This design comes from an exercise in tuning for small area, a short achievable clock period and few clock cycles on the open sky130 flow, not from production work. Function was checked by simulation only, so behaviour that the tests miss may differ from the original.

**flow/config.mk**
```make
export PLATFORM = sky130hd
export DESIGN_NAME = sa_accel
export DESIGN_NICKNAME = sa_accel
export VERILOG_FILES = /design/flow/design.v
export SDC_FILE = /design/flow/constraint.sdc
export NUM_CORES = 4
export LEC_CHECK = 0
export ABC_CLOCK_PERIOD_IN_PS = 3000
export CAP_MARGIN = 20
export CORE_MARGIN = 2
export CORE_UTILIZATION = 40
export SETUP_SLACK_MARGIN = 5
export SLEW_MARGIN = 20
```
**flow/constraint.sdc**
```tcl
create_clock -name core_clock -period 11.0 [get_ports {clk}]
set_input_delay 2.2000 -clock core_clock [delete_from_list [all_inputs] [get_ports {clk}]]
set_output_delay 2.2000 -clock core_clock [all_outputs]
set_load 0.01 [all_outputs]
```
**flow/design.v**
```verilog
module quantize (
    input  logic signed [23:0] ori_data,
    output logic signed [7:0]  quantized_data
);
    logic        carry_bit;
    logic [20:0] round;
    assign carry_bit = ori_data[23] ? (ori_data[2] & (|ori_data[1:0])) : ori_data[2];
    assign round     = ori_data[23:3] + {20'd0, carry_bit};
    assign quantized_data = (round[20:7] == 14'h0000 || round[20:7] == 14'h3fff)
                          ? round[7:0]
                          : {round[20], {7{~round[20]}}};
endmodule
module shift_register #(
    parameter LEN = 1,
    parameter W   = 8
) (
    input  logic         clk,
    input  logic [W-1:0] din,
    output logic [W-1:0] dout
);
    logic [W-1:0] sr [0:LEN-1];
    always_ff @(posedge clk) begin
        sr[0] <= din;
        for (int i = 1; i < LEN; i++) sr[i] <= sr[i-1];
    end
    assign dout = sr[LEN-1];
endmodule
module shift_array (
    input  logic             clk,
    input  logic [3:0][7:0]  a_in,       
    input  logic [3:0][7:0]  b_in,       
    output logic [3:0][31:0] a_col,      
    output logic [3:0][7:0]  b_col       
);
    assign a_col[0] = a_in;
    assign b_col[0] = b_in[0];
    generate
        for (genvar m = 1; m < 4; m++) begin : g_col
            shift_register #(.LEN(1), .W(32)) u_a (
                .clk(clk), .din(a_col[m-1]), .dout(a_col[m]));
            shift_register #(.LEN(m), .W(8)) u_b (
                .clk(clk), .din(b_in[m]), .dout(b_col[m]));
        end
    endgenerate
endmodule
module systolic_NxN_cfg (
    input  logic             clk,
    input  logic [3:0][31:0] a_col,
    input  logic [3:0][7:0]  b_col,
    input  logic [3:0]       first,     
    output logic [3:0][3:0][22:0] psum  
);
    generate
        for (genvar m = 0; m < 4; m++) begin : g_m
            for (genvar x = 0; x < 4; x++) begin : g_x
                logic signed [7:0]  a, b;
                logic signed [22:0] acc;
                assign a = a_col[m][8*x +: 8];
                assign b = b_col[m];
                always_ff @(posedge clk) begin
                    acc <= (first[m] ? 23'sd0 : acc) + a * b;
                end
                assign psum[m][x] = acc;
            end
        end
    endgenerate
endmodule
module SA_with_shift_cfg (
    input  logic        clk,
    input  logic        rst_n,
    input  logic        start_all,
    input  logic [7:0]  k_param,
    input  logic        out_mode,
    input  logic [7:0]  row_shape,
    input  logic [7:0]  col_shape,
    output logic        done_all,
    output logic        ren_n,
    output logic [12:0] raddr_row,
    input  logic [31:0] rdata_row,
    output logic [12:0] raddr_col,
    input  logic [31:0] rdata_col,
    output logic        wen_n,
    output logic [12:0] waddr,
    output logic [31:0] data_out
);
    logic        busy;
    logic [7:0]  cnt;         
    logic [7:0]  inner;       
    logic [7:0]  outer;       
    logic [12:0] base_a;      
    logic        ren_q;       
    logic        first_q;     
    logic [12:0] ra_row, ra_col;
    logic [7:0]  n_outer, n_inner, slot_m1;
    assign n_outer = out_mode ? col_shape : row_shape;
    assign n_inner = out_mode ? row_shape : col_shape;
    assign slot_m1 = (k_param < 8'd4) ? 8'd3 : k_param - 8'd1;
    logic end_blk, inner_last, last_blk, job_last;
    assign end_blk    = busy && (cnt == 8'd0);
    assign inner_last = (inner == 8'd0);
    assign job_last   = end_blk && inner_last && (outer == 8'd0);
    assign last_blk   = end_blk;
    logic [12:0] ra_a, ra_b, na_a, na_b;
    assign ra_a = out_mode ? ra_col : ra_row;
    assign ra_b = out_mode ? ra_row : ra_col;
    always_comb begin
        na_a = ra_a;
        na_b = ra_b;
        if (ren_q) begin
            na_a = ra_a + 13'd1;
            na_b = ra_b + 13'd1;
            if (end_blk) begin
                if (inner_last) na_b = 13'd0;
                else            na_a = base_a;
            end
        end
    end
    logic       busy_n;
    logic [7:0] cnt_n;
    always_comb begin
        busy_n = busy;
        cnt_n  = cnt - 8'd1;
        if (!busy) begin
            busy_n = start_all;
            cnt_n  = slot_m1;
        end else if (cnt == 8'd0) begin
            busy_n = !job_last;
            cnt_n  = slot_m1;
        end
    end
    always_ff @(posedge clk or negedge rst_n) begin
        if (!rst_n) begin
            busy    <= 1'b0;
            cnt     <= 8'd0;
            inner   <= 8'd0;
            outer   <= 8'd0;
            base_a  <= 13'd0;
            ren_q   <= 1'b0;
            first_q <= 1'b0;
            ra_row  <= 13'd0;
            ra_col  <= 13'd0;
        end else begin
            busy    <= busy_n;
            cnt     <= cnt_n;
            ren_q   <= busy_n && (cnt_n < k_param);
            first_q <= busy_n && (cnt_n == k_param - 8'd1);
            if (!busy) begin
                inner  <= n_inner - 8'd1;
                outer  <= n_outer - 8'd1;
                base_a <= 13'd0;
                ra_row <= 13'd0;
                ra_col <= 13'd0;
            end else begin
                if (end_blk) begin
                    if (inner_last) begin
                        inner  <= n_inner - 8'd1;
                        outer  <= outer - 8'd1;
                        base_a <= ra_a + 13'd1;
                    end else begin
                        inner  <= inner - 8'd1;
                    end
                end
                ra_row <= out_mode ? na_b : na_a;
                ra_col <= out_mode ? na_a : na_b;
            end
        end
    end
    assign ren_n     = !ren_q;
    assign raddr_row = ra_row;
    assign raddr_col = ra_col;
    logic [6:0] p_val, p_first, p_last, p_job;
    always_ff @(posedge clk or negedge rst_n) begin
        if (!rst_n) begin
            p_val   <= '0;
            p_first <= '0;
            p_last  <= '0;
            p_job   <= '0;
        end else begin
            p_val   <= {p_val[5:0],   ren_q};
            p_first <= {p_first[5:0], ren_q && first_q};
            p_last  <= {p_last[5:0],  last_blk};
            p_job   <= {p_job[5:0],   job_last};
        end
    end
    logic [3:0][7:0] a_reg, b_reg;
    always_ff @(posedge clk) begin
        if (p_val[0]) begin
            a_reg <= out_mode ? rdata_col : rdata_row;
            b_reg <= out_mode ? rdata_row : rdata_col;
        end else begin
            a_reg <= '0;
            b_reg <= '0;
        end
    end
    logic [3:0][31:0] a_col;
    logic [3:0][7:0]  b_col;
    shift_array u_skew (
        .clk(clk), .a_in(a_reg), .b_in(b_reg), .a_col(a_col), .b_col(b_col));
    logic [3:0][3:0][22:0] psum;
    systolic_NxN_cfg u_array (
        .clk(clk), .a_col(a_col), .b_col(b_col),
        .first(p_first[4:1]), .psum(psum));
    logic [3:0] wr;
    assign wr = p_last[5:2];
    logic [3:0][23:0] sel;
    always_comb begin
        for (int x = 0; x < 4; x++) begin
            sel[x] = '0;
            for (int m = 0; m < 4; m++)
                if (wr[m]) sel[x] = {psum[m][x][22], psum[m][x]};
        end
    end
    logic [3:0][7:0] q;
    generate
        for (genvar x = 0; x < 4; x++) begin : g_q
            quantize u_q (.ori_data(sel[x]), .quantized_data(q[x]));
        end
    endgenerate
    logic [31:0] dout_q;
    logic        wen_q, done_q;
    logic [12:0] waddr_q;
    always_ff @(posedge clk) begin
        if (|wr) dout_q <= q;
    end
    always_ff @(posedge clk or negedge rst_n) begin
        if (!rst_n) begin
            wen_q   <= 1'b0;
            done_q  <= 1'b0;
            waddr_q <= 13'h1fff;
        end else begin
            wen_q  <= |wr;
            done_q <= p_job[5];
            if (start_all && !busy) waddr_q <= 13'h1fff;
            else if (|wr)           waddr_q <= waddr_q + 13'd1;
        end
    end
    assign data_out = dout_q;
    assign wen_n    = !wen_q;
    assign waddr    = waddr_q;
    assign done_all = done_q;
endmodule
module sa_accel (
    input  logic        clk,
    input  logic        rst_n,
    input  logic        start_all,
    input  logic [7:0]  k_param,
    input  logic        out_mode,
    input  logic [7:0]  row_shape,
    input  logic [7:0]  col_shape,
    output logic        done_all,
    output logic        ren_n,
    output logic [12:0] raddr_row,
    input  logic [31:0] rdata_row,
    output logic [12:0] raddr_col,
    input  logic [31:0] rdata_col,
    output logic        wen_n,
    output logic [12:0] waddr,
    output logic [31:0] data_out
);
SA_with_shift_cfg u_SA (
    .clk(clk), .rst_n(rst_n),
    .start_all(start_all), .k_param(k_param), .out_mode(out_mode),
    .row_shape(row_shape), .col_shape(col_shape), .done_all(done_all),
    .ren_n(ren_n), .raddr_row(raddr_row), .rdata_row(rdata_row),
    .raddr_col(raddr_col), .rdata_col(rdata_col),
    .wen_n(wen_n), .waddr(waddr), .data_out(data_out)
);
endmodule
```
**flow/run.sh**
```bash
#!/bin/bash
# synth_recipe.tcl (not shown) runs the flow's synth.tcl, then flattens the netlist and writes it again
# the make line also repeats each setting of config.mk as NAME=value (left out here)
make -C /OpenROAD-flow-scripts/flow DESIGN_CONFIG=/design/flow/config.mk WORK_HOME=/design/flow/orfs CLKGATE_MAP_FILE= SYNTH_SCRIPT=/design/flow/synth_recipe.tcl finish
```
==> impl_metrics.ini, run 1 <==
[worst_setup_path]
r2r-start = u_SA.b_reg[0]
crit_arrival_ps = 6410
crit_path_end = u_SA.u_array.g_m[0].g_x[2].acc[22]
reg2reg_to = u_SA.u_array.g_m[0].g_x[2].acc[22]
critical_path.max_fanout = 32
critPathCaptureType = flip-flop
timing.critical_path.from_type = flip-flop
crit_path_start = u_SA.b_reg[0]
worst_r2r_path_depth = 21
crit_type = reg -> reg
worst-endpoint-required_ps = 11600
rrSetupSlack_ps = 5190

[sta]
worstMarginPinSlew_ps = 1130
fmax_ghz = 0.1721
setup_total_negative_slack_ps = 0
setup_viol = 0
timing.final.max_slew_violations = 0
post_route_fraction_of_the_period_consumed_by_the_critical_path = 0.5283
rsz0062_at_grt = yes
min_period_ps = 5811
finClkSkew_ps = 43.80
timing.slew.headroom = 0.2420
finalHoldWorstSlack_ps = 318.1
hold_violations = 0

[floorplan]
die_height_um = 480.0
die_width_um = 480.0
number_of_placed_i_o_pins = 166
core-area_um2 = 225100
fp-row-count = 174
effective_utilization_at_floorplan = 0.4026
die_area_um2 = 230400

[clock_network]
clock_tree.buffer_depth = 3
cts.root.buffer_cell = sky130_fd_sc_hd__clkbuf_16
h-tree-depth = 3
numClockSinks = 707
clk_latency_ps = 710
cts_tree = yes
cts.reportedPaths.clkPinSlew_ps = 70
cts_made_buffers = 85
postCtsHoldBufs = 0

[route]
wirelength_mm = 231.4
drt.antenna.violating_nets = 0
drt_iter0_drc = 3574
post_drt_wl_per_cell_um = 18.79
remaining_drcs = 0
drt_pass1_iterations = 5
num_vias = 62855
via_per_inst = 5.105

[global_routing]
grt_pass1_wl_mm = 375.3
antenna_found_initial = 8
track_usage = 0.2048
grt_max_degree = 78
first_global_vias = 67349
overflow = 0

[synthesis]
post_synth_edffs = 32
syn_nets = 11680
post_synth_num_cell_types = 105
synthCells = 9131
synth.yosys.seq_area_share = 0.1654
synth_top_cell_by_area = sky130_fd_sc_hd__fa_1
mappedNetlistArea_um2 = 90620
post_synth.cell_area_avg_um2 = 9.924
async_flop_share = 0.1400
yosys_most_used_dff = sky130_fd_sc_hd__dfxtp_1
synth.top_cells.by_area = sky130_fd_sc_hd__fa_1 (35%), sky130_fd_sc_hd__dfxtp_1 (13%), sky130_fd_sc_hd__ha_1 (12%)
synth.ff_latch_count = 707
synth-warning-count = 10
yosysTopAreaCellShare = 0.3535

[placed_design]
place.gp.congestion = 0.8920
dpl.hpwl_mm = 185.6
port_buffers = 165

[final_layout]
max_flop_register = u_SA.u_array.g_m.g_x.acc
layout_common_cells = sky130_fd_sc_hd__fa_1 (1595), sky130_fd_sc_hd__inv_1 (1443), sky130_fd_sc_hd__ha_1 (847)
final_common_cell = sky130_fd_sc_hd__fa_1
area_growth_syn_to_layout_pct = 10.05
finalNetCount = 11796
biggestRegsByFlops = u_SA.u_array.g_m.g_x.acc: 368 flops, u_SA.u_skew.g_col.u_a.sr: 96 flops, u_SA.u_skew.g_col.u_b.sr: 48 flops
largest_reg_flops = 368
layout-drive-gt1-share = 0.05354

[flow_run]
max-cap-violations = 0

[status]
status = timing/DRC/antenna clean

[hold_path]
hold_path_class = reg -> reg
Yosys cell counts (36+ instances only):
library cell	number
sky130_fd_sc_hd__inv_1	1444
sky130_fd_sc_hd__nand3_1	156
sky130_fd_sc_hd__a211oi_1	58
sky130_fd_sc_hd__and2_1	543
sky130_fd_sc_hd__nor2_1	309
sky130_fd_sc_hd__dfrtp_1	86
sky130_fd_sc_hd__ha_1	857
sky130_fd_sc_hd__clkbuf_1	193
sky130_fd_sc_hd__nand2b_1	181
sky130_fd_sc_hd__nor3_1	127
sky130_fd_sc_hd__xnor2_1	371
sky130_fd_sc_hd__o21ai_0	147
sky130_fd_sc_hd__o21a_1	36
sky130_fd_sc_hd__fa_1	1600
sky130_fd_sc_hd__o211ai_1	49
sky130_fd_sc_hd__dfxtp_1	576
sky130_fd_sc_hd__a21oi_1	255
sky130_fd_sc_hd__nand2_1	672
sky130_fd_sc_hd__nand3b_1	37
sky130_fd_sc_hd__nor2b_1	476
sky130_fd_sc_hd__mux2i_1	121
sky130_fd_sc_hd__xor2_1	92
sky130_fd_sc_hd__and3_1	52
cells by family after synthesis:
| group | share of synthesized area |
|---|---|
| multiplexers | 0.01672 |
| AND/OR/NAND/NOR | 0.1601 |
| adder cells (fa/ha/maj) | 0.4718 |
| AO/OA/AOI/OAI | 0.06824 |
| XOR/XNOR | 0.04475 |
| buffers and inverters | 0.07305 |
| flip-flops | 0.1654 |
how the worst min path moves through the flow:
stage	start	endpoint	slack, ps	cells past startpoint
detailed placement	u_SA.u_skew.g_col[2].u_b.sr[0][2]	u_SA.u_skew.g_col[2].u_b.sr[1][2]	310	0
CTS	u_SA.u_skew.g_col[2].u_b.sr[0][2]	u_SA.u_skew.g_col[2].u_b.sr[1][2]	320	0
global route	u_SA.u_skew.g_col[2].u_b.sr[0][2]	u_SA.u_skew.g_col[2].u_b.sr[1][2]	330	0
global placement	u_SA.b_reg[14]	u_SA.u_skew.g_col[1].u_b.sr[0][6]	310	0
floorplan	u_SA.b_reg[8]	u_SA.u_skew.g_col[1].u_b.sr[0][0]	310	0
finish	u_SA.u_skew.g_col[2].u_b.sr[0][2]	u_SA.u_skew.g_col[2].u_b.sr[1][2]	320	0
per-stage QoR:
step	cells	cell area, um^2	setup WS (ps)	util
floorplan	9131	90620	5038	-
global placement	12086	95350	3760	0.4235
detailed placement	12086	95350	3728	0.4235
CTS	12272	98980	4886	0.4397
global route	12312	99720	4844	0.4430
finish	12313	99720	5189	0.4430
worst max-delay path: stages (launching register included):
cell	delay [ps]
sky130_fd_sc_hd__dfxtp_1	330
sky130_fd_sc_hd__buf_6	350
sky130_fd_sc_hd__and2_4	240
sky130_fd_sc_hd__inv_1	70
sky130_fd_sc_hd__fa_1	540
sky130_fd_sc_hd__inv_1	70
sky130_fd_sc_hd__fa_1	500
sky130_fd_sc_hd__inv_1	60
sky130_fd_sc_hd__fa_1	530
sky130_fd_sc_hd__inv_1	50
sky130_fd_sc_hd__fa_1	370
sky130_fd_sc_hd__ha_1	220
sky130_fd_sc_hd__ha_1	360
sky130_fd_sc_hd__a21o_1	200
sky130_fd_sc_hd__a21o_1	190
sky130_fd_sc_hd__a21oi_1	210
sky130_fd_sc_hd__o21ai_0	200
sky130_fd_sc_hd__a211oi_1	290
sky130_fd_sc_hd__nor2_1	100
sky130_fd_sc_hd__and4_1	220
sky130_fd_sc_hd__a2111oi_1	430
sky130_fd_sc_hd__xnor2_1	170
final cells by class:
type                       count  area, um^2
inverter                    1447        5431
sequential                   707       15020
clock buffer                 115        2517
timing repair buffer         295        2870
clock inverter                45       475.5
tap                         2992        3744
multi-input combinational   6711       69660
antenna                        1       2.502
fill                       21445      125400
what timing repair did:
action,CTS,global route
buffers inserted,24,39
hold endpoints to repair,0,0
resized for setup,106,102
endpoints found under the setup margin,133,57
pin swaps,11,47
gates cloned,2,1
routing by layer:
layer	wire length (um)	GRT usage	vias up
met4	4906	0.04384	2
met3	13230	0.02899	231
met1	109000	0.2978	31860
met2	104300	0.3238	1484
met5	13	0	-
li1	-	-	29278
Testbench counts, summed over its fixed seeds: cycles 206,458.
==> inputs of run 2 (changes only) <==
--- a/flow/config.mk
+++ b/flow/config.mk
@@ -5,9 +5,7 @@
 export SDC_FILE = /design/flow/constraint.sdc
 export NUM_CORES = 4
 export LEC_CHECK = 0
-export ABC_CLOCK_PERIOD_IN_PS = 3000
 export CAP_MARGIN = 20
 export CORE_MARGIN = 2
 export CORE_UTILIZATION = 40
-export SETUP_SLACK_MARGIN = 5
 export SLEW_MARGIN = 20
==> impl_metrics.ini, run 2 <==
[synthesis]
yosys_most_used_dff = sky130_fd_sc_hd__dfxtp_1
synth.yosys.seq_area_share = 0.1654
synth.ff_latch_count = 707
synth_top_cell_by_area = sky130_fd_sc_hd__fa_1
mappedNetlistArea_um2 = 90620
post_synth_xor_area_fraction = 0.04475
synth-warning-count = 10
post_synth_edffs = 32
synth.mux.area_fraction = 0.01672
async_flop_share = 0.1400
synth_compound_area_frac = 0.06824
synth_common_cells = sky130_fd_sc_hd__fa_1 (1600), sky130_fd_sc_hd__inv_1 (1444), sky130_fd_sc_hd__ha_1 (857)
post_synth_and_or_nand_nor_area_fraction = 0.1601
main_combinational_cell_family_by_area_after_synthesis = adder cells
synth_fa_ha_area_frac = 0.4718
synth.top_cells.by_area = sky130_fd_sc_hd__fa_1 (35%), sky130_fd_sc_hd__dfxtp_1 (13%), sky130_fd_sc_hd__ha_1 (12%)
post_synth.cell_area_avg_um2 = 9.924
syn_nets = 11680
post-synth-top-count-cell = sky130_fd_sc_hd__fa_1
synthCells = 9131
post_synth_num_cell_types = 105
yosysTopAreaCellShare = 0.3535

[sta]
setup_viol = 0
finalHoldWorstSlack_ps = 320.1
hold_violations = 0
min_period_ps = 7390
post_route_fraction_of_the_period_consumed_by_the_critical_path = 0.6718
timing.slew.headroom = 0.2110
timing.final.max_slew_violations = 0
fmax_ghz = 0.1353
setup_total_negative_slack_ps = 0
worstMarginPinSlew_ps = 1168
finClkSkew_ps = 22.41
rsz0062_at_grt = no

[clock_network]
post_cts_buffers = 0
clock_tree.buffer_depth = 3
cts.reportedPaths.clkPinSlew_ps = 60
h-tree-depth = 3
clk_latency_ps = 720
cts.repair.resized = 0
cts_tree = yes
postCtsHoldBufs = 0
cts.root.buffer_cell = sky130_fd_sc_hd__clkbuf_16
cts_made_buffers = 86
numClockSinks = 707

[route]
num_vias = 62614
remaining_drcs = 0
drt_iter0_drc = 3855
drt_pass1_iterations = 5
via_per_inst = 5.109
drt.antenna.violating_nets = 0
post_drt_wl_per_cell_um = 18.61
wirelength_mm = 228.1

[final_layout]
area_growth_syn_to_layout_pct = 8.686
postLayoutCellArea_um2 = 98490
multiInputGateArea_um2 = 69050
layout_common_cells = sky130_fd_sc_hd__fa_1 (1600), sky130_fd_sc_hd__inv_1 (1444), sky130_fd_sc_hd__ha_1 (857)
final_common_cell = sky130_fd_sc_hd__fa_1
final.fill_count = 21499
seqCellArea_um2 = 15010
max_flop_register = u_SA.u_array.g_m.g_x.acc
biggestRegsByFlops = u_SA.u_array.g_m.g_x.acc: 368 flops, u_SA.u_skew.g_col.u_a.sr: 96 flops, u_SA.u_skew.g_col.u_b.sr: 48 flops
largest_reg_flops = 368
post_layout_nonfiller_instances = 12255
layout-drive-gt1-share = 0.03598
finalNetCount = 11732

[global_routing]
grt_pass1_wl_mm = 373.1
overflow = 0
antenna_found_initial = 5
grt_max_degree = 104
track_usage = 0.2032
first_global_vias = 67038

[worst_setup_path]
critical_path.max_fanout = 19
critPathCaptureType = flip-flop
timing.critical_path.from_type = flip-flop
crit_arrival_ps = 7980
crit_type = reg -> reg
worst-endpoint-required_ps = 11590

[floorplan]
fp-row-count = 174
number_of_placed_i_o_pins = 166
die_area_um2 = 230400
core-area_um2 = 225100
effective_utilization_at_floorplan = 0.4026
die_height_um = 480.0
die_width_um = 480.0

[flow_run]
max-cap-violations = 0

[placed_design]
place_inst = 12085
port_buffers = 165
place.gp.congestion = 0.8998
placedInstanceArea_um2 = 95340
dpl.hpwl_mm = 185.0

[status]
status = timing/DRC/antenna clean

[hold_path]
hold_path_class = reg -> reg
-- run 2: changes by cell type in the layout (fill, tap and decap cells not counted), sizes merged --
cell | before | now
buf | 128 | 67
diode | 1 | 7
bufinv | 6 | 11
inv | 1457 | 1453
clkinv | 23 | 20
bufbuf | 2 | 0
clkinvlp | 6 | 7
-- run 2: final timing paths --
path                                                         from                                  to  slack (ps)  depth (start not counted)
min in group asynchronous                                   rst_n                         u_SA.done_q        1630                          1
worst max-delay path            u_SA.u_skew.g_col[1].u_b.sr[0][0]  u_SA.u_array.g_m[1].g_x[1].acc[21]        3610                         19
max in group asynchronous                                   rst_n                     u_SA.ra_col[11]        8140                          2
worst min register to register                     u_SA.b_reg[18]   u_SA.u_skew.g_col[2].u_b.sr[0][2]         320                          0
worst min-delay path                               u_SA.b_reg[18]   u_SA.u_skew.g_col[2].u_b.sr[0][2]         320                          0
worst max register to register  u_SA.u_skew.g_col[1].u_b.sr[0][0]  u_SA.u_array.g_m[1].g_x[1].acc[21]        3610                         19
-- run 2: cell type report --
type | instances | share of cell area
multi-input cells | 6711 | 0.7010
clock buffers | 117 | 0.02580
inverters | 1447 | 0.05515
diodes | 7 | 0.0001779
well taps | 2992 | 0.03801
clock inverters | 44 | 0.005615
flip-flops and latches | 707 | 0.1524
repair buffers | 230 | 0.02186
-- run 2: cells by family after synthesis --
family,Yosys count
muxes,148
DFF,707
adders and majority gates,2457
xor gates and xnor gates,463
AOI/OAI and AO/OA,916
buffers and inverters,1713
and+or+nand+nor,2727
-- run 2: routing by layer --
layer,GRT usage,routed length [um],vias to the layer above
li1,-,-,29155
met1,0.2967,108600,31922
met2,0.3194,102500,1300
met3,0.02525,11640,237
met4,0.05064,5342,0
met5,0,0,-
-- run 2: per-stage QoR --
step	setup slack (ps)	util
4_1_cts	3600	0.4372
2_1_floorplan	4847	-
3_3_place_gp	3778	0.4235
6_report	3610	0.4375
3_5_place_dp	3691	0.4235
5_1_grt	2968	0.4374
-- run 2: critical path: stages (launching register included) --
cell	delay [ps]
sky130_fd_sc_hd__dfxtp_1	750
sky130_fd_sc_hd__buf_4	400
sky130_fd_sc_hd__and2_1	860
sky130_fd_sc_hd__inv_1	150
sky130_fd_sc_hd__fa_1	530
sky130_fd_sc_hd__inv_1	60
sky130_fd_sc_hd__fa_1	480
sky130_fd_sc_hd__fa_1	570
sky130_fd_sc_hd__fa_1	420
sky130_fd_sc_hd__fa_1	440
sky130_fd_sc_hd__ha_1	360
sky130_fd_sc_hd__nand3_1	110
sky130_fd_sc_hd__o211ai_1	120
sky130_fd_sc_hd__o41ai_1	570
sky130_fd_sc_hd__o21ai_0	300
sky130_fd_sc_hd__o41ai_1	420
sky130_fd_sc_hd__o21ai_0	220
sky130_fd_sc_hd__nor4_1	250
sky130_fd_sc_hd__nor3_1	110
sky130_fd_sc_hd__xor2_1	150

==> port drivers added, routing unchanged <==
The flow's constraints put no driver on any port. The routed layouts listed below were extracted and timed again, unchanged, in two steps. Step 1: set_driving_cell puts a clkbuf_16 on clk and a buf_2 on each other input, an assumption about the parent block. Step 2 adds t to the input delays and takes it off the output delays; t is the mean of the earliest and latest rising clock arrival at the registers after step 1. Input paths then give back, and output paths get back, about the clock's delay inside the block. Three values: ideal, step 1, step 2; two values: the first two.
run | shift t [ns] | slack for setup (ns) | pins driven straight from the clock port
run 1 | 0.772 | 5.189 / 5.189 / 4.958 | 1
run 2 | 0.787 | 3.610 / 3.610 / 3.610 | 1
After both steps setup and hold are still met in every run listed. The setup slack of run 1, which loses most, moves by 0.000 ns with the drivers and by -0.231 ns with both steps.
